Background: an optimization exercise with open tools, aiming at small area and a short achievable clock period. Do not read the settings as production practice.
No run shown here included a check of the RTL's function; only the layout flow was run.

==> flow/design.v (outline; a module is shown in full before it is edited, if it fits) <==
// module ex2_1: 1822 lines
// module ex2_1_fa: 4 lines
// module ex2_1_ha: 4 lines
// module ex2_1_pgi: 4 lines
// module ex2_1_pgn: 4 lines
// module ex2_1_x: 3 lines
// module ex2_1_xn: 3 lines
module ex2_1 (
	      input 		  clk, rst, validi,
	      input [31:0] 	  data_in,
	      output logic 	  valido,
	      output logic [31:0] data_out
	      );
  // ...
==> flow/run.sh <==
#!/bin/bash
# synth_recipe.tcl (not shown) runs the flow's synth.tcl, then flattens the netlist and writes it again
# the make line also repeats each setting of config.mk as NAME=value (left out here)
make -C /OpenROAD-flow-scripts/flow DESIGN_CONFIG=/design/flow/config.mk WORK_HOME=/design/flow/orfs CLKGATE_MAP_FILE= SYNTH_SCRIPT=/design/flow/synth_recipe.tcl finish
==> flow/config.mk <==
export PLATFORM = sky130hd
export DESIGN_NAME = ex2_1
export DESIGN_NICKNAME = ex2_1
export VERILOG_FILES = /design/flow/design.v
export SDC_FILE = /design/flow/constraint.sdc
export NUM_CORES = 4
export LEC_CHECK = 0
export CAP_MARGIN = 20
export CORE_MARGIN = 2
export CORE_UTILIZATION = 40
export SETUP_SLACK_MARGIN = 4.4
export SLEW_MARGIN = 20
export SYNTH_HIERARCHICAL = 1
export TNS_END_PERCENT = 0
==> flow/constraint.sdc <==
create_clock -name core_clock -period 8.0 [get_ports {clk}]
set_input_delay 1.6000 -clock core_clock [delete_from_list [all_inputs] [get_ports {clk}]]
set_output_delay 1.6000 -clock core_clock [all_outputs]
set_load 0.01 [all_outputs]
==> qor.csv, run 1 <==
stage,metric,value,unit
timing,setup_tns,0,ns
layout,fillerInstances,3448,
worst_setup_path,end_kind,flip-flop,
hold_path,min_from,cnt[0],
clocking,clk_path_buf_depth,2,
layout,multi_input_area_share,66.22,%
worst_setup_path,path_cells,"clkdlybuf4s15_2, buf_8, a22oi_1, xnor2_1, fa_1, fa_1, fa_1, fa_1",
run_status,status,no timing/DRC/antenna violations,
clocking,ctsRootBufferMaster,clkbuf_16,
layout,final_common_cell,xnor2_1,
layout,clkCellAreaFrac,3.318,%
synth,syn-cell-area,0.01542,mm²
run,drv_cap,0,
hold_path,worst_hold_path.endpoint,cnt[0],
clocking,clk_latency,0.45,ns
timing,rsz0062_at_grt,yes,
floorplan,start_util,40.76,%
worst_setup_path,crit_path_start_kind,primary input,
timing,setup_viol,0,
clocking,cts_setup_buffers,33,
global_route,met1_usage,35.83,%
detailed_routing,routedWlPerCell,26.80,µm
placed_design,placed_cells,1937,
floorplan,nWellTaps,511,
detailed_routing,dr_wl_met3,5757,µm
layout,layout_common_cells,"xnor2_1, fa_1, a22oi_1",
floorplan,core_region_area,0.03784,mm²
global_route,antenna_found_initial,0,
layout,drive_above_1_share,19.29,%
layout,multi_input_cells,1121,
timing,relSlewSlack,37.39,%
timing,finalWorstSetupSlack,3.817,ns
worst_setup_path,cp_data_arrival_time,4.50,ns
layout,nClkBuffers,21,
timing,final_hold_viol_count,0,
synth,synth_warnings,7,
global_route,grt_use_total,27.05,%
global_route,grt_pass1_wl,80270,µm
timing,period_minus_slack,4.183,ns
==> inputs of run 2 (changes only) <==
--- a/flow/design.v
+++ b/flow/design.v
@@ -794,68 +794,68 @@
    wire s680;
    wire c681;
    wire s682;
    wire c683;
    wire s684;
    wire c685;
    wire s686;
    wire s687;
-   wire c688;
-   wire s689;
-   wire c690;
-   wire s691;
-   wire c692;
-   wire s693;
-   wire c694;
-   wire s695;
-   wire c696;
-   wire s697;
-   wire c698;
-   wire s699;
-   wire c700;
-   wire s701;
-   wire c702;
-   wire s703;
-   wire c704;
-   wire s705;
-   wire c706;
-   wire s707;
-   wire c708;
-   wire s709;
-   wire c710;
-   wire s711;
-   wire c712;
-   wire s713;
-   wire c714;
-   wire s715;
-   wire c716;
-   wire s717;
-   wire c718;
-   wire s719;
-   wire c720;
-   wire s721;
-   wire c722;
-   wire s723;
-   wire c724;
-   wire s725;
-   wire c726;
-   wire s727;
-   wire c728;
-   wire s729;
-   wire c730;
-   wire s731;
-   wire c732;
-   wire s733;
-   wire c734;
-   wire s735;
-   wire c736;
-   wire s737;
+   wire s688;
+   wire c689;
+   wire s690;
+   wire c691;
+   wire s692;
+   wire c693;
+   wire s694;
+   wire c695;
+   wire s696;
+   wire c697;
+   wire s698;
+   wire c699;
+   wire s700;
+   wire c701;
+   wire s702;
+   wire c703;
+   wire s704;
+   wire c705;
+   wire s706;
+   wire c707;
+   wire s708;
+   wire c709;
+   wire s710;
+   wire c711;
+   wire s712;
+   wire c713;
+   wire s714;
+   wire c715;
+   wire s716;
+   wire c717;
+   wire s718;
+   wire c719;
+   wire s720;
+   wire c721;
+   wire s722;
+   wire c723;
+   wire s724;
+   wire c725;
+   wire s726;
+   wire c727;
+   wire s728;
+   wire c729;
+   wire s730;
+   wire c731;
+   wire s732;
+   wire c733;
+   wire s734;
+   wire c735;
+   wire s736;
+   wire c737;
    wire s738;
-   wire c739;
+   wire s739;
    wire s740;
    wire c741;
    wire s742;
    wire c743;
    wire s744;
    wire c745;
    wire s746;
    wire c747;
@@ -907,16 +907,19 @@
    wire c793;
    wire s794;
    wire c795;
    wire s796;
    wire c797;
    wire s798;
    wire c799;
    wire s800;
+   wire c801;
+   wire s802;
+   wire s803;
    wire [31:0] ra, rb;
    wire [31:0] g0, p0, sum;
    wire xg1, xp1;
    wire xg2, xp2;
    wire xg3, xp3;
    wire xg4, xp4;
    wire xg5, xp5;
    wire xg6, xp6;
@@ -1078,20 +1081,20 @@
       q68 <= s611;
       q69 <= s613;
       q70 <= c594;
       q71 <= s615;
       q72 <= s635;
       q73 <= s637;
       q74 <= c616;
       q75 <= s639;
-      q76 <= s651;
-      q77 <= c638;
-      q78 <= s652;
-      q79 <= c640;
+      q76 <= s650;
+      q77 <= s651;
+      q78 <= c640;
+      q79 <= s652;
       data_out <= sum;
    end
    assign bo0 = a[0] ^ 1'b0;
    assign bt0 = (a[1] & ~a[0] & ~1'b0) | (~a[1] & a[0] & 1'b0);
    assign bn0 = a[1] & ~(a[0] & 1'b0);
    assign pp1 = ((bo0 & data_in[0]) | (bt0 & 1'b0)) ^ bn0;
    assign pp2 = ((bo0 & data_in[1]) | (bt0 & data_in[0])) ^ bn0;
    assign pp3 = ((bo0 & data_in[2]) | (bt0 & data_in[1])) ^ bn0;
@@ -1588,28 +1591,28 @@
    ex2_1_fa us625 (.a(pp251), .b(pp259), .c(pp265), .s(s625), .co(c626));
    ex2_1_fa us627 (.a(pp269), .b(pp271), .c(c596), .s(s627), .co(c628));
    ex2_1_fa us629 (.a(c598), .b(c600), .c(c602), .s(s629), .co(c630));
    ex2_1_fa us631 (.a(c604), .b(s617), .c(s619), .s(s631), .co(c632));
    ex2_1_fa us633 (.a(s621), .b(s623), .c(s625), .s(s633), .co(c634));
    ex2_1_fa us635 (.a(c606), .b(c608), .c(c610), .s(s635), .co(c636));
    ex2_1_fa us637 (.a(s627), .b(s629), .c(s631), .s(s637), .co(c638));
    ex2_1_fa us639 (.a(s633), .b(c612), .c(c614), .s(s639), .co(c640));
-   assign s641 = pp32 ^ pp62 ^ pp90;
-   assign s642 = pp116 ^ pp140 ^ pp162;
-   assign s643 = pp182 ^ pp200 ^ pp216;
-   assign s644 = pp230 ^ pp242 ^ pp252;
-   assign s645 = pp260 ^ pp266 ^ pp270;
-   assign s646 = pp272 ^ c618 ^ c620;
-   assign s647 = c622 ^ c624 ^ c626;
-   assign s648 = s641 ^ s642 ^ s643;
-   assign s649 = s644 ^ s645 ^ c628;
-   assign s650 = c630 ^ s646 ^ s647;
-   assign s651 = s648 ^ c632 ^ c634;
-   assign s652 = s649 ^ s650 ^ c636;
+   ex2_1_fa us641 (.a(pp32), .b(pp62), .c(pp90), .s(s641), .co());
+   ex2_1_fa us642 (.a(pp116), .b(pp140), .c(pp162), .s(s642), .co());
+   ex2_1_fa us643 (.a(pp182), .b(pp200), .c(pp216), .s(s643), .co());
+   ex2_1_fa us644 (.a(pp230), .b(pp242), .c(pp252), .s(s644), .co());
+   ex2_1_fa us645 (.a(pp260), .b(pp266), .c(pp270), .s(s645), .co());
+   ex2_1_fa us646 (.a(pp272), .b(c618), .c(c620), .s(s646), .co());
+   ex2_1_fa us647 (.a(c622), .b(c624), .c(c626), .s(s647), .co());
+   ex2_1_fa us648 (.a(s641), .b(s642), .c(s643), .s(s648), .co());
+   ex2_1_fa us649 (.a(s644), .b(s645), .c(c628), .s(s649), .co());
+   ex2_1_fa us650 (.a(c630), .b(c632), .c(c634), .s(s650), .co());
+   ex2_1_fa us651 (.a(s646), .b(s647), .c(s648), .s(s651), .co());
+   ex2_1_fa us652 (.a(c636), .b(s649), .c(c638), .s(s652), .co());
    ex2_1_ha us653 (.a(q63), .b(q64), .s(s653), .co(c654));
    ex2_1_ha us655 (.a(q68), .b(q69), .s(s655), .co(c656));
    ex2_1_ha us657 (.a(q72), .b(q73), .s(s657), .co(c658));
    assign s659 = q76 ^ q77;
    ex2_1_ha us660 (.a(q32), .b(q33), .s(s660), .co(c661));
    ex2_1_ha us662 (.a(q36), .b(q37), .s(s662), .co(c663));
    ex2_1_ha us664 (.a(q39), .b(q40), .s(s664), .co(c665));
    ex2_1_ha us666 (.a(q42), .b(q43), .s(s666), .co(c667));
@@ -1617,77 +1620,80 @@
    ex2_1_ha us670 (.a(q48), .b(q49), .s(s670), .co(c671));
    ex2_1_ha us672 (.a(q51), .b(q52), .s(s672), .co(c673));
    ex2_1_ha us674 (.a(q54), .b(q55), .s(s674), .co(c675));
    ex2_1_ha us676 (.a(q57), .b(q58), .s(s676), .co(c677));
    ex2_1_ha us678 (.a(q60), .b(q61), .s(s678), .co(c679));
    ex2_1_fa us680 (.a(q65), .b(q66), .c(q67), .s(s680), .co(c681));
    ex2_1_fa us682 (.a(q70), .b(q71), .c(c654), .s(s682), .co(c683));
    ex2_1_fa us684 (.a(q74), .b(q75), .c(c656), .s(s684), .co(c685));
-   assign s686 = q78 ^ q79 ^ c658;
-   ex2_1_ha us687 (.a(q7), .b(q8), .s(s687), .co(c688));
-   ex2_1_ha us689 (.a(q10), .b(q11), .s(s689), .co(c690));
-   ex2_1_ha us691 (.a(q12), .b(q13), .s(s691), .co(c692));
-   ex2_1_ha us693 (.a(q14), .b(q15), .s(s693), .co(c694));
-   ex2_1_ha us695 (.a(q16), .b(q17), .s(s695), .co(c696));
-   ex2_1_ha us697 (.a(q18), .b(q19), .s(s697), .co(c698));
-   ex2_1_ha us699 (.a(q20), .b(q21), .s(s699), .co(c700));
-   ex2_1_ha us701 (.a(q22), .b(q23), .s(s701), .co(c702));
-   ex2_1_ha us703 (.a(q24), .b(q25), .s(s703), .co(c704));
-   ex2_1_ha us705 (.a(q26), .b(q27), .s(s705), .co(c706));
-   ex2_1_ha us707 (.a(q28), .b(q29), .s(s707), .co(c708));
-   ex2_1_ha us709 (.a(q30), .b(q31), .s(s709), .co(c710));
-   ex2_1_fa us711 (.a(q34), .b(q35), .c(s660), .s(s711), .co(c712));
-   ex2_1_fa us713 (.a(q38), .b(c661), .c(s662), .s(s713), .co(c714));
-   ex2_1_fa us715 (.a(q41), .b(c663), .c(s664), .s(s715), .co(c716));
-   ex2_1_fa us717 (.a(q44), .b(c665), .c(s666), .s(s717), .co(c718));
-   ex2_1_fa us719 (.a(q47), .b(c667), .c(s668), .s(s719), .co(c720));
-   ex2_1_fa us721 (.a(q50), .b(c669), .c(s670), .s(s721), .co(c722));
-   ex2_1_fa us723 (.a(q53), .b(c671), .c(s672), .s(s723), .co(c724));
-   ex2_1_fa us725 (.a(q56), .b(c673), .c(s674), .s(s725), .co(c726));
-   ex2_1_fa us727 (.a(q59), .b(c675), .c(s676), .s(s727), .co(c728));
-   ex2_1_fa us729 (.a(q62), .b(c677), .c(s678), .s(s729), .co(c730));
-   ex2_1_fa us731 (.a(c679), .b(s653), .c(s680), .s(s731), .co(c732));
-   ex2_1_fa us733 (.a(s655), .b(c681), .c(s682), .s(s733), .co(c734));
-   ex2_1_fa us735 (.a(s657), .b(c683), .c(s684), .s(s735), .co(c736));
-   assign s737 = s659 ^ c685 ^ s686;
-   ex2_1_fa us738 (.a(q0), .b(q1), .c(data_in[0]), .s(s738), .co(c739));
-   ex2_1_ha us740 (.a(q2), .b(data_in[1]), .s(s740), .co(c741));
-   ex2_1_ha us742 (.a(q3), .b(data_in[2]), .s(s742), .co(c743));
-   ex2_1_ha us744 (.a(q4), .b(data_in[3]), .s(s744), .co(c745));
-   ex2_1_ha us746 (.a(q5), .b(data_in[4]), .s(s746), .co(c747));
-   ex2_1_ha us748 (.a(q6), .b(data_in[5]), .s(s748), .co(c749));
-   ex2_1_fa us750 (.a(s687), .b(q9), .c(data_in[6]), .s(s750), .co(c751));
-   ex2_1_fa us752 (.a(c688), .b(s689), .c(data_in[7]), .s(s752), .co(c753));
-   ex2_1_fa us754 (.a(c690), .b(s691), .c(data_in[8]), .s(s754), .co(c755));
-   ex2_1_fa us756 (.a(c692), .b(s693), .c(data_in[9]), .s(s756), .co(c757));
-   ex2_1_fa us758 (.a(c694), .b(s695), .c(data_in[10]), .s(s758), .co(c759));
-   ex2_1_fa us760 (.a(c696), .b(s697), .c(data_in[11]), .s(s760), .co(c761));
-   ex2_1_fa us762 (.a(c698), .b(s699), .c(data_in[12]), .s(s762), .co(c763));
-   ex2_1_fa us764 (.a(c700), .b(s701), .c(data_in[13]), .s(s764), .co(c765));
-   ex2_1_fa us766 (.a(c702), .b(s703), .c(data_in[14]), .s(s766), .co(c767));
-   ex2_1_fa us768 (.a(c704), .b(s705), .c(data_in[15]), .s(s768), .co(c769));
-   ex2_1_fa us770 (.a(c706), .b(s707), .c(data_in[16]), .s(s770), .co(c771));
-   ex2_1_fa us772 (.a(c708), .b(s709), .c(data_in[17]), .s(s772), .co(c773));
-   ex2_1_fa us774 (.a(c710), .b(s711), .c(data_in[18]), .s(s774), .co(c775));
-   ex2_1_fa us776 (.a(c712), .b(s713), .c(data_in[19]), .s(s776), .co(c777));
-   ex2_1_fa us778 (.a(c714), .b(s715), .c(data_in[20]), .s(s778), .co(c779));
-   ex2_1_fa us780 (.a(c716), .b(s717), .c(data_in[21]), .s(s780), .co(c781));
-   ex2_1_fa us782 (.a(c718), .b(s719), .c(data_in[22]), .s(s782), .co(c783));
-   ex2_1_fa us784 (.a(c720), .b(s721), .c(data_in[23]), .s(s784), .co(c785));
-   ex2_1_fa us786 (.a(c722), .b(s723), .c(data_in[24]), .s(s786), .co(c787));
-   ex2_1_fa us788 (.a(c724), .b(s725), .c(data_in[25]), .s(s788), .co(c789));
-   ex2_1_fa us790 (.a(c726), .b(s727), .c(data_in[26]), .s(s790), .co(c791));
-   ex2_1_fa us792 (.a(c728), .b(s729), .c(data_in[27]), .s(s792), .co(c793));
-   ex2_1_fa us794 (.a(c730), .b(s731), .c(data_in[28]), .s(s794), .co(c795));
-   ex2_1_fa us796 (.a(c732), .b(s733), .c(data_in[29]), .s(s796), .co(c797));
-   ex2_1_fa us798 (.a(c734), .b(s735), .c(data_in[30]), .s(s798), .co(c799));
-   assign s800 = c736 ^ s737 ^ data_in[31];
-   assign ra = {c799, c797, c795, c793, c791, c789, c787, c785, c783, c781, c779, c777, c775, c773, c771, c769, c767, c765, c763, c761, c759, c757, c755, c753, c751, c749, c747, c745, c743, c741, c739, s738};
-   assign rb = {s800, s798, s796, s794, s792, s790, s788, s786, s784, s782, s780, s778, s776, s774, s772, s770, s768, s766, s764, s762, s760, s758, s756, s754, s752, s750, s748, s746, s744, s742, s740, 1'b0};
+   assign s686 = q78 ^ q79;
+   assign s687 = c658 ^ s686;
+   ex2_1_ha us688 (.a(q7), .b(q8), .s(s688), .co(c689));
+   ex2_1_ha us690 (.a(q10), .b(q11), .s(s690), .co(c691));
+   ex2_1_ha us692 (.a(q12), .b(q13), .s(s692), .co(c693));
+   ex2_1_ha us694 (.a(q14), .b(q15), .s(s694), .co(c695));
+   ex2_1_ha us696 (.a(q16), .b(q17), .s(s696), .co(c697));
+   ex2_1_ha us698 (.a(q18), .b(q19), .s(s698), .co(c699));
+   ex2_1_ha us700 (.a(q20), .b(q21), .s(s700), .co(c701));
+   ex2_1_ha us702 (.a(q22), .b(q23), .s(s702), .co(c703));
+   ex2_1_ha us704 (.a(q24), .b(q25), .s(s704), .co(c705));
+   ex2_1_ha us706 (.a(q26), .b(q27), .s(s706), .co(c707));
+   ex2_1_ha us708 (.a(q28), .b(q29), .s(s708), .co(c709));
+   ex2_1_ha us710 (.a(q30), .b(q31), .s(s710), .co(c711));
+   ex2_1_fa us712 (.a(q34), .b(q35), .c(s660), .s(s712), .co(c713));
+   ex2_1_fa us714 (.a(q38), .b(c661), .c(s662), .s(s714), .co(c715));
+   ex2_1_fa us716 (.a(q41), .b(c663), .c(s664), .s(s716), .co(c717));
+   ex2_1_fa us718 (.a(q44), .b(c665), .c(s666), .s(s718), .co(c719));
+   ex2_1_fa us720 (.a(q47), .b(c667), .c(s668), .s(s720), .co(c721));
+   ex2_1_fa us722 (.a(q50), .b(c669), .c(s670), .s(s722), .co(c723));
+   ex2_1_fa us724 (.a(q53), .b(c671), .c(s672), .s(s724), .co(c725));
+   ex2_1_fa us726 (.a(q56), .b(c673), .c(s674), .s(s726), .co(c727));
+   ex2_1_fa us728 (.a(q59), .b(c675), .c(s676), .s(s728), .co(c729));
+   ex2_1_fa us730 (.a(q62), .b(c677), .c(s678), .s(s730), .co(c731));
+   ex2_1_fa us732 (.a(c679), .b(s653), .c(s680), .s(s732), .co(c733));
+   ex2_1_fa us734 (.a(s655), .b(c681), .c(s682), .s(s734), .co(c735));
+   ex2_1_fa us736 (.a(s657), .b(c683), .c(s684), .s(s736), .co(c737));
+   assign s738 = s659 ^ s687;
+   assign s739 = c685 ^ s738;
+   ex2_1_fa us740 (.a(q0), .b(q1), .c(data_in[0]), .s(s740), .co(c741));
+   ex2_1_ha us742 (.a(q2), .b(data_in[1]), .s(s742), .co(c743));
+   ex2_1_ha us744 (.a(q3), .b(data_in[2]), .s(s744), .co(c745));
+   ex2_1_ha us746 (.a(q4), .b(data_in[3]), .s(s746), .co(c747));
+   ex2_1_ha us748 (.a(q5), .b(data_in[4]), .s(s748), .co(c749));
+   ex2_1_ha us750 (.a(q6), .b(data_in[5]), .s(s750), .co(c751));
+   ex2_1_fa us752 (.a(s688), .b(q9), .c(data_in[6]), .s(s752), .co(c753));
+   ex2_1_fa us754 (.a(c689), .b(s690), .c(data_in[7]), .s(s754), .co(c755));
+   ex2_1_fa us756 (.a(c691), .b(s692), .c(data_in[8]), .s(s756), .co(c757));
+   ex2_1_fa us758 (.a(c693), .b(s694), .c(data_in[9]), .s(s758), .co(c759));
+   ex2_1_fa us760 (.a(c695), .b(s696), .c(data_in[10]), .s(s760), .co(c761));
+   ex2_1_fa us762 (.a(c697), .b(s698), .c(data_in[11]), .s(s762), .co(c763));
+   ex2_1_fa us764 (.a(c699), .b(s700), .c(data_in[12]), .s(s764), .co(c765));
+   ex2_1_fa us766 (.a(c701), .b(s702), .c(data_in[13]), .s(s766), .co(c767));
+   ex2_1_fa us768 (.a(c703), .b(s704), .c(data_in[14]), .s(s768), .co(c769));
+   ex2_1_fa us770 (.a(c705), .b(s706), .c(data_in[15]), .s(s770), .co(c771));
+   ex2_1_fa us772 (.a(c707), .b(s708), .c(data_in[16]), .s(s772), .co(c773));
+   ex2_1_fa us774 (.a(c709), .b(s710), .c(data_in[17]), .s(s774), .co(c775));
+   ex2_1_fa us776 (.a(c711), .b(s712), .c(data_in[18]), .s(s776), .co(c777));
+   ex2_1_fa us778 (.a(c713), .b(s714), .c(data_in[19]), .s(s778), .co(c779));
+   ex2_1_fa us780 (.a(c715), .b(s716), .c(data_in[20]), .s(s780), .co(c781));
+   ex2_1_fa us782 (.a(c717), .b(s718), .c(data_in[21]), .s(s782), .co(c783));
+   ex2_1_fa us784 (.a(c719), .b(s720), .c(data_in[22]), .s(s784), .co(c785));
+   ex2_1_fa us786 (.a(c721), .b(s722), .c(data_in[23]), .s(s786), .co(c787));
+   ex2_1_fa us788 (.a(c723), .b(s724), .c(data_in[24]), .s(s788), .co(c789));
+   ex2_1_fa us790 (.a(c725), .b(s726), .c(data_in[25]), .s(s790), .co(c791));
+   ex2_1_fa us792 (.a(c727), .b(s728), .c(data_in[26]), .s(s792), .co(c793));
+   ex2_1_fa us794 (.a(c729), .b(s730), .c(data_in[27]), .s(s794), .co(c795));
+   ex2_1_fa us796 (.a(c731), .b(s732), .c(data_in[28]), .s(s796), .co(c797));
+   ex2_1_fa us798 (.a(c733), .b(s734), .c(data_in[29]), .s(s798), .co(c799));
+   ex2_1_fa us800 (.a(c735), .b(s736), .c(data_in[30]), .s(s800), .co(c801));
+   assign s802 = s739 ^ data_in[31];
+   assign s803 = c737 ^ s802;
+   assign ra = {c801, c799, c797, c795, c793, c791, c789, c787, c785, c783, c781, c779, c777, c775, c773, c771, c769, c767, c765, c763, c761, c759, c757, c755, c753, c751, c749, c747, c745, c743, c741, s740};
+   assign rb = {s803, s800, s798, s796, s794, s792, s790, s788, s786, s784, s782, s780, s778, s776, s774, s772, s770, s768, s766, s764, s762, s760, s758, s756, s754, s752, s750, s748, s746, s744, s742, 1'b0};
    assign g0 = ra & rb;
    assign p0 = ra ^ rb;
    ex2_1_pgi ug1 (.gh(g0[1]), .ph(p0[1]), .gl(g0[0]), .pl(1'b1), .gn(xg1), .pn(xp1));
    ex2_1_pgi ug2 (.gh(g0[3]), .ph(p0[3]), .gl(g0[2]), .pl(p0[2]), .gn(xg2), .pn(xp2));
    ex2_1_pgi ug3 (.gh(g0[5]), .ph(p0[5]), .gl(g0[4]), .pl(p0[4]), .gn(xg3), .pn(xp3));
    ex2_1_pgi ug4 (.gh(g0[7]), .ph(p0[7]), .gl(g0[6]), .pl(p0[6]), .gn(xg4), .pn(xp4));
    ex2_1_pgi ug5 (.gh(g0[9]), .ph(p0[9]), .gl(g0[8]), .pl(p0[8]), .gn(xg5), .pn(xp5));
    ex2_1_pgi ug6 (.gh(g0[11]), .ph(p0[11]), .gl(g0[10]), .pl(p0[10]), .gn(xg6), .pn(xp6));
==> flow/flow/run.sh (new file) <==
#!/bin/bash
# The standard layout, except that the port buffers are plain buf_2 cells rather
# than the delay cells buffer_ports picks by default. make's full output goes to flow_make.log.
set -euo pipefail
bash standard.sh "BUFFER_PORTS_ARGS=-buffer_cell sky130_fd_sc_hd__buf_2" finish > flow_make.log 2>&1
==> flow/standard.sh (new file) <==
#!/bin/bash
# synth_recipe.tcl (not shown) runs the flow's synth.tcl, then flattens the netlist and writes it again
# the make line also repeats each setting of config.mk as NAME=value (left out here)
make -C /OpenROAD-flow-scripts/flow DESIGN_CONFIG=/design/flow/config.mk WORK_HOME=/design/flow/orfs CLKGATE_MAP_FILE= SYNTH_SCRIPT=/design/flow/synth_recipe.tcl "${@:-finish}"
removed: flow/run.sh
==> qor.csv, run 2 <==
stage,metric,value,unit,change
run_status,status,no timing/DRC/antenna violations,,unchanged
detailed_routing,drt_iter0_markers,1351,,was 1444
timing,period_share,46.68,%,was 52.29%
timing,holdWs,0.4350,ns,was 0.4346 ns
floorplan,core_region_area,0.03847,mm²,was 0.03784 mm²
worst_setup_path,worstSetupPathType,in -> reg,,unchanged
floorplan,die_area,0.04032,mm²,was 0.04015 mm²
hold_path,min_from,cnt[0],,unchanged
global_route,overflow,0,,unchanged
run,drv_cap,0,,unchanged
layout,final_common_cell,xnor2_1,,unchanged
detailed_routing,routedWlPerCell,25.44,µm,was 26.80 µm
timing,maxSlewViolCount,0,,unchanged
worst_setup_path,cp_data_arrival_time,4.06,ns,was 4.50 ns
hold_path,worstHoldPathCells,1,,unchanged
worst_setup_path,critPathMostFrequentCell,fa_1,,unchanged
clocking,ctsRootBufferMaster,clkbuf_16,,unchanged
detailed_routing,viasPerCell,5.814,,was 6.000
layout,layout_common_cells,"xnor2_1, fa_1, a22oi_1",,unchanged
layout,seqCellArea,0.002964,mm²,was 0.002963 mm²
hold_path,hold_class,reg -> reg,,unchanged
clocking,numCtsBuffers,17,,unchanged
detailed_routing,wl,50450,µm,was 53970 µm
worst_setup_path,crit_required,8.33,ns,was 8.32 ns
floorplan,die_w,200.8,µm,was 200.4 µm
worst_setup_path,cp_slowest_stage_delay,0.56,ns,was 0.48 ns
timing,worstMarginPinSlew,0.7442,ns,was 0.9391 ns
timing,relSlewSlack,50.33,%,was 37.39%
worst_setup_path,reg2reg_slack,4.43,ns,was 3.87 ns
floorplan,io-pin-count,68,,unchanged
layout,multi_input_area,0.01259,mm²,was 0.01208 mm²
detailed_routing,vias,11530,,was 12085
detailed_routing,antenna_left,0,,unchanged
layout,fillerInstances,3471,,was 3448
worst_setup_path,regToRegEndpoint,q62,,was q78
floorplan,die_h,200.8,µm,was 200.4 µm
timing,final_hold_viol_count,0,,unchanged
timing,fmax,267.8,MHz,was 239.1 MHz
timing,setup_viol,0,,unchanged
synth,synth_warnings,7,,unchanged
global_route,grt_pass1_vias,11925,,was 12389
placed_design,placed_cells,1919,,was 1937
worst_setup_path,end_kind,flip-flop,,unchanged
synth,avgSynthCellArea,10.74,µm²,was 10.70 µm²
layout,nets,1800,,was 1826
layout,largestRegisters,"a x32, data_out x32, cnt x2",,unchanged
timing,period_minus_slack,3.734,ns,was 4.183 ns
timing,fin_skew,0.01931,ns,was 0.01415 ns
floorplan,start_util,40.28,%,was 40.76%
worst_setup_path,critPathMaxFanout,15,,was 29
global_route,grt_use_total,24.75,%,was 27.05%
placed_design,port_buffers,67,,unchanged
clocking,cts_tree,built,,unchanged
global_route,antenna_found_initial,0,,unchanged
worst_setup_path,r2r-start,a[5],,was a[13]
floorplan,fp-row-count,72,,was 71
worst_setup_path,crit_path_start_kind,primary input,,unchanged
worst_setup_path,cpLargestDelayFamily,adder cells,,unchanged
synth,syn-cell-area,0.01549,mm²,was 0.01542 mm²
global_route,grt_max_degree,64,,unchanged
worst_setup_path,r2r_cells,8,,was 11
layout,drive_above_1_share,27.24,%,was 19.29%
detailed_routing,drc_errors,0,,unchanged
clocking,cts_htree_levels,4,,unchanged
layout,final_cells,1983,,was 2014
clocking,clkTransAtPathRegs,0.06,ns,about the same
clocking,clk_path_buf_depth,2,,unchanged
timing,rsz0062_at_grt,yes,,unchanged
layout,fin_util,48.12,%,was 48.22%
worst_setup_path,path_cells,"buf_6, a22oi_2, xnor2_1, fa_1, fa_2, fa_1, fa_1",,"was clkdlybuf4s15_2, buf_8, a22oi_1, xnor2_1, fa_1, fa_1, fa_1, fa_1"
layout,diodes,0,,unchanged
synth,synthCells,1442,,unchanged
layout,syn2layout_area_growth,19.47,%,was 18.31%
placed_design,gp_congestion,0.8985,,was 0.9094
timing,setup_tns,0,ns,unchanged
worst_setup_path,crit_buf_inv,1,,was 2
global_route,grt_pass1_wl,74260,µm,was 80270 µm
placed_design,dp_hpwl,32670,µm,was 35750 µm
detailed_routing,drt_first_pass_iters,6,,was 9
hold_path,worst_hold_path.endpoint,cnt[0],,unchanged
clocking,cts_sinks,147,,unchanged
worst_setup_path,cp_slowest_cell,fa_1,,unchanged
clocking,clk_latency,0.46,ns,was 0.45 ns
## run 2: cell types whose count changed in the layout (fill, tap and decap cells not counted), moves of 25 or more
cell             change
a22oi_2             +39
clkdlybuf4s50_1     -36
buf_2               +30
fa_2                +47
a22oi_1             -35
buf_4               -25
fa_1                -35
## run 2: worst max path at each step
stage               end  slack [ns]        start  cells past startpoint
floorplan           q31        3.91   data_in[6]                      8
global placement    q31        3.31   data_in[2]                      7
detailed placement  q31        3.26   data_in[2]                      7
CTS                 q62        4.36  data_in[12]                      7
global route        q62        4.29  data_in[19]                      7
finish              q62        4.27  data_in[19]                      7
## run 2: layer usage
| metal | part of all wire [%] | vias up | track usage [%] |
|---|---|---|---|
| met5 | 0 | - | 0 |
| met4 | 3.6 | 0 | 9.947 |
| met1 | 40 | 5823 | 32.56 |
| li1 | - | 4904 | - |
| met2 | 45 | 691 | 37.54 |
| met3 | 11 | 112 | 8.328 |
## run 2: layout make-up
class / count / area share, %
Sequential cell: 147 / 16.01
Clock inverter: 12 / 0.8382
Multi-Input combinational cell: 1118 / 68.03
Clock buffer: 20 / 2.413
Timing Repair Buffer: 112 / 7.929
Tap cell: 518 / 3.501
Inverter: 56 / 1.278
## run 2: timing repair
action,4_1_cts,5_1_grt
gates cloned,7,6
setup endpoints to repair,98,48
resized for setup,177,98
pin swaps,48,59
buffers inserted,13,6
hold buffers,0,0
## run 2: metrics by stage
stage / worst slack, ns / instance area [µm²]
final: 4.266 / 18510
after global routing: 4.290 / 18510
after global placement: 3.309 / 16150
after floorplan: 3.909 / 15750
after detailed placement: 3.263 / 16150
after CTS: 4.356 / 17880
==> inputs of run 3 (changes only) <==
--- a/flow/config.mk
+++ b/flow/config.mk
@@ -8,7 +8,7 @@
 export CAP_MARGIN = 20
 export CORE_MARGIN = 2
 export CORE_UTILIZATION = 40
-export SETUP_SLACK_MARGIN = 4.4
+export SETUP_SLACK_MARGIN = 4.0
 export SLEW_MARGIN = 20
 export SYNTH_HIERARCHICAL = 1
 export TNS_END_PERCENT = 0
==> qor.csv, run 3 <==
stage,metric,value,unit,change
worst_setup_path,r2r-start,a[1],,was a[5]
layout,seqCellArea,0.002963,mm²,was 0.002964 mm²
worst_setup_path,worstSetupPathType,in -> reg,,unchanged
clocking,numCtsBuffers,17,,unchanged
clocking,clk_latency,0.46,ns,about the same
global_route,grt_pass1_vias,11614,,was 11925
global_route,antenna_found_initial,0,,unchanged
hold_path,hold_class,reg -> reg,,unchanged
layout,final_cells,1952,,was 1983
global_route,grt_pass1_wl,71070,µm,was 74260 µm
timing,maxSlewViolCount,0,,unchanged
clocking,ctsRootBufferMaster,clkbuf_16,,unchanged
clocking,cts_htree_levels,4,,unchanged
floorplan,die_h,200.8,µm,unchanged
timing,fin_skew,0.01860,ns,was 0.01931 ns
worst_setup_path,regToRegEndpoint,q50,,was q62
layout,multi_input_area,0.01195,mm²,was 0.01259 mm²
timing,period_share,49.82,%,was 46.68%
detailed_routing,drt_first_pass_iters,6,,unchanged
detailed_routing,drc_errors,0,,unchanged
layout,largestRegisters,"a x32, data_out x32, cnt x2",,unchanged
worst_setup_path,critPathMaxFanout,15,,unchanged
detailed_routing,wl,46010,µm,was 50450 µm
timing,fmax,250.9,MHz,was 267.8 MHz
worst_setup_path,end_kind,flip-flop,,unchanged
global_route,overflow,0,,unchanged
worst_setup_path,reg2reg_slack,4.03,ns,was 4.43 ns
detailed_routing,viasPerCell,5.657,,was 5.814
synth,synthCells,1442,,unchanged
worst_setup_path,r2r_cells,10,,was 8
clocking,hold_buffers,0,,unchanged
timing,rsz0062_at_grt,yes,,unchanged
synth,syn-cell-area,0.01549,mm²,unchanged
hold_path,worstHoldPathCells,1,,unchanged
placed_design,port_buffers,67,,unchanged
layout,syn2layout_area_growth,8.988,%,was 19.47%
floorplan,io-pin-count,68,,unchanged
worst_setup_path,crit_path_start_kind,primary input,,unchanged
run,drv_cap,0,,unchanged
run_status,status,no timing/DRC/antenna violations,,unchanged
floorplan,die_w,200.8,µm,unchanged
timing,worstMarginPinSlew,1.103,ns,was 0.7442 ns
clocking,cts_sinks,147,,unchanged
placed_design,dp_hpwl,32670,µm,unchanged
synth,synth_warnings,7,,unchanged
clocking,cts_tree,built,,unchanged
timing,final_hold_viol_count,0,,unchanged
clocking,cts_setup_buffers,0,,was 13
clocking,clkTransAtPathRegs,0.07,ns,was 0.06 ns
layout,final_common_cell,xnor2_1,,unchanged
layout,nets,1769,,was 1800
placed_design,placed_cells,1919,,unchanged
timing,holdWs,0.4350,ns,about the same
detailed_routing,vias,11043,,was 11530
detailed_routing,antenna_left,0,,unchanged
hold_path,worst_hold_path.endpoint,cnt[0],,unchanged
layout,layout_common_cells,"xnor2_1, fa_1, a22oi_1",,unchanged
global_route,grt_use_total,23.44,%,was 24.75%
clocking,clk_path_buf_depth,2,,unchanged
worst_setup_path,crit_required,8.33,ns,about the same
worst_setup_path,cp_data_arrival_time,4.32,ns,was 4.06 ns
layout,drive_above_1_share,17.15,%,was 27.24%
floorplan,fp-row-count,72,,unchanged
synth,avgSynthCellArea,10.74,µm²,unchanged
floorplan,die_area,0.04032,mm²,unchanged
timing,period_minus_slack,3.986,ns,was 3.734 ns
timing,setup_tns,0,ns,unchanged
floorplan,start_util,40.28,%,unchanged
global_route,grt_max_degree,64,,unchanged
detailed_routing,drt_iter0_markers,1032,,was 1351
hold_path,min_from,cnt[0],,unchanged
floorplan,core_region_area,0.03847,mm²,unchanged
detailed_routing,routedWlPerCell,23.57,µm,was 25.44 µm
timing,relSlewSlack,26.44,%,was 50.33%
layout,fillerInstances,3633,,was 3471
layout,diodes,0,,unchanged
timing,setup_viol,0,,unchanged
placed_design,gp_congestion,0.8985,,unchanged
run 3: cell type report:
cell class | count | share of cell area (%)
clock buffer | 20 | 2.645
clock inverter | 12 | 0.9188
inverter | 56 | 1.274
multi-input combinational | 1118 | 70.75
sequential | 147 | 17.55
tap | 518 | 3.838
timing repair buffer | 81 | 3.023
run 3: how the worst max path moves through the flow:
stage | from | endpoint | slack [ns]
after detailed placement | data_in[2] | q31 | 3.26
after global placement | data_in[2] | q31 | 3.31
final | data_in[19] | q59 | 4.01
after CTS | a[1] | q50 | 3.99
after floorplan | data_in[6] | q31 | 3.91
after global routing | a[1] | q50 | 3.93
run 3: timing repair:
item | 4_1_cts | 5_1_grt
gates resized for setup | 24 | 12
gates cloned | 0 | 0
hold endpoints to repair | 0 | 0
endpoints found under the setup margin | 69 | 30
run 3: stage by stage:
step                setup slack, ns  instance area [µm²]  utilization, %
finish                        4.014                16890           43.90
global route                  3.928                16890           43.90
CTS                           3.987                16830           43.74
detailed placement            3.263                16150           42.00
global placement              3.309                16150           42.00
floorplan                     3.909                15750               -
run 3: routing by layer:
layer	global-route usage (%)	part of all wire, %
met1	31.85	43
met3	6.705	9.3
met4	7.804	2.6
met5	0	0
met2	36.00	45
run 3: critical path: stages:
cell     delay [ns]
buf_2          0.41
a22oi_1        0.19
xnor2_1        0.18
fa_1           0.58
fa_2           0.44
fa_1           0.52
fa_1           0.40

## afterwards: timing with drivers on the ports
The results above use ideal ports. As a check the final layouts listed here were re-extracted and re-timed, cells and wires unchanged. Step 1 assumes that a clkbuf_16 drives the clock port and a buf_2 every other input. Step 2 moves the port delays by t, midway between the first and last clock arrival at a register: inputs arrive t later, outputs are due t later. That takes back most of the time a late clock gives input paths. a / b / c = ideal / step 1 / step 2; a / b = the first two.
run | t, ns | setup slack, ns | worst setup path after step 2 | worst slew at a driven data input, ns | pins driven straight from the clock port
run 1 | 0.497 | 3.817 / 3.828 / 3.331 | input to register | 0.09 | 1
run 2 | 0.502 | 4.266 / 4.217 / 3.716 | input to register | 0.20 | 1
run 3 | 0.500 | 4.014 / 4.018 / 3.518 | input to register | 0.04 | 1
After both steps every run listed still meets setup and hold. For run 2, which loses most, drivers alone change the setup slack by -0.049 ns; drivers and shift together by -0.550 ns.
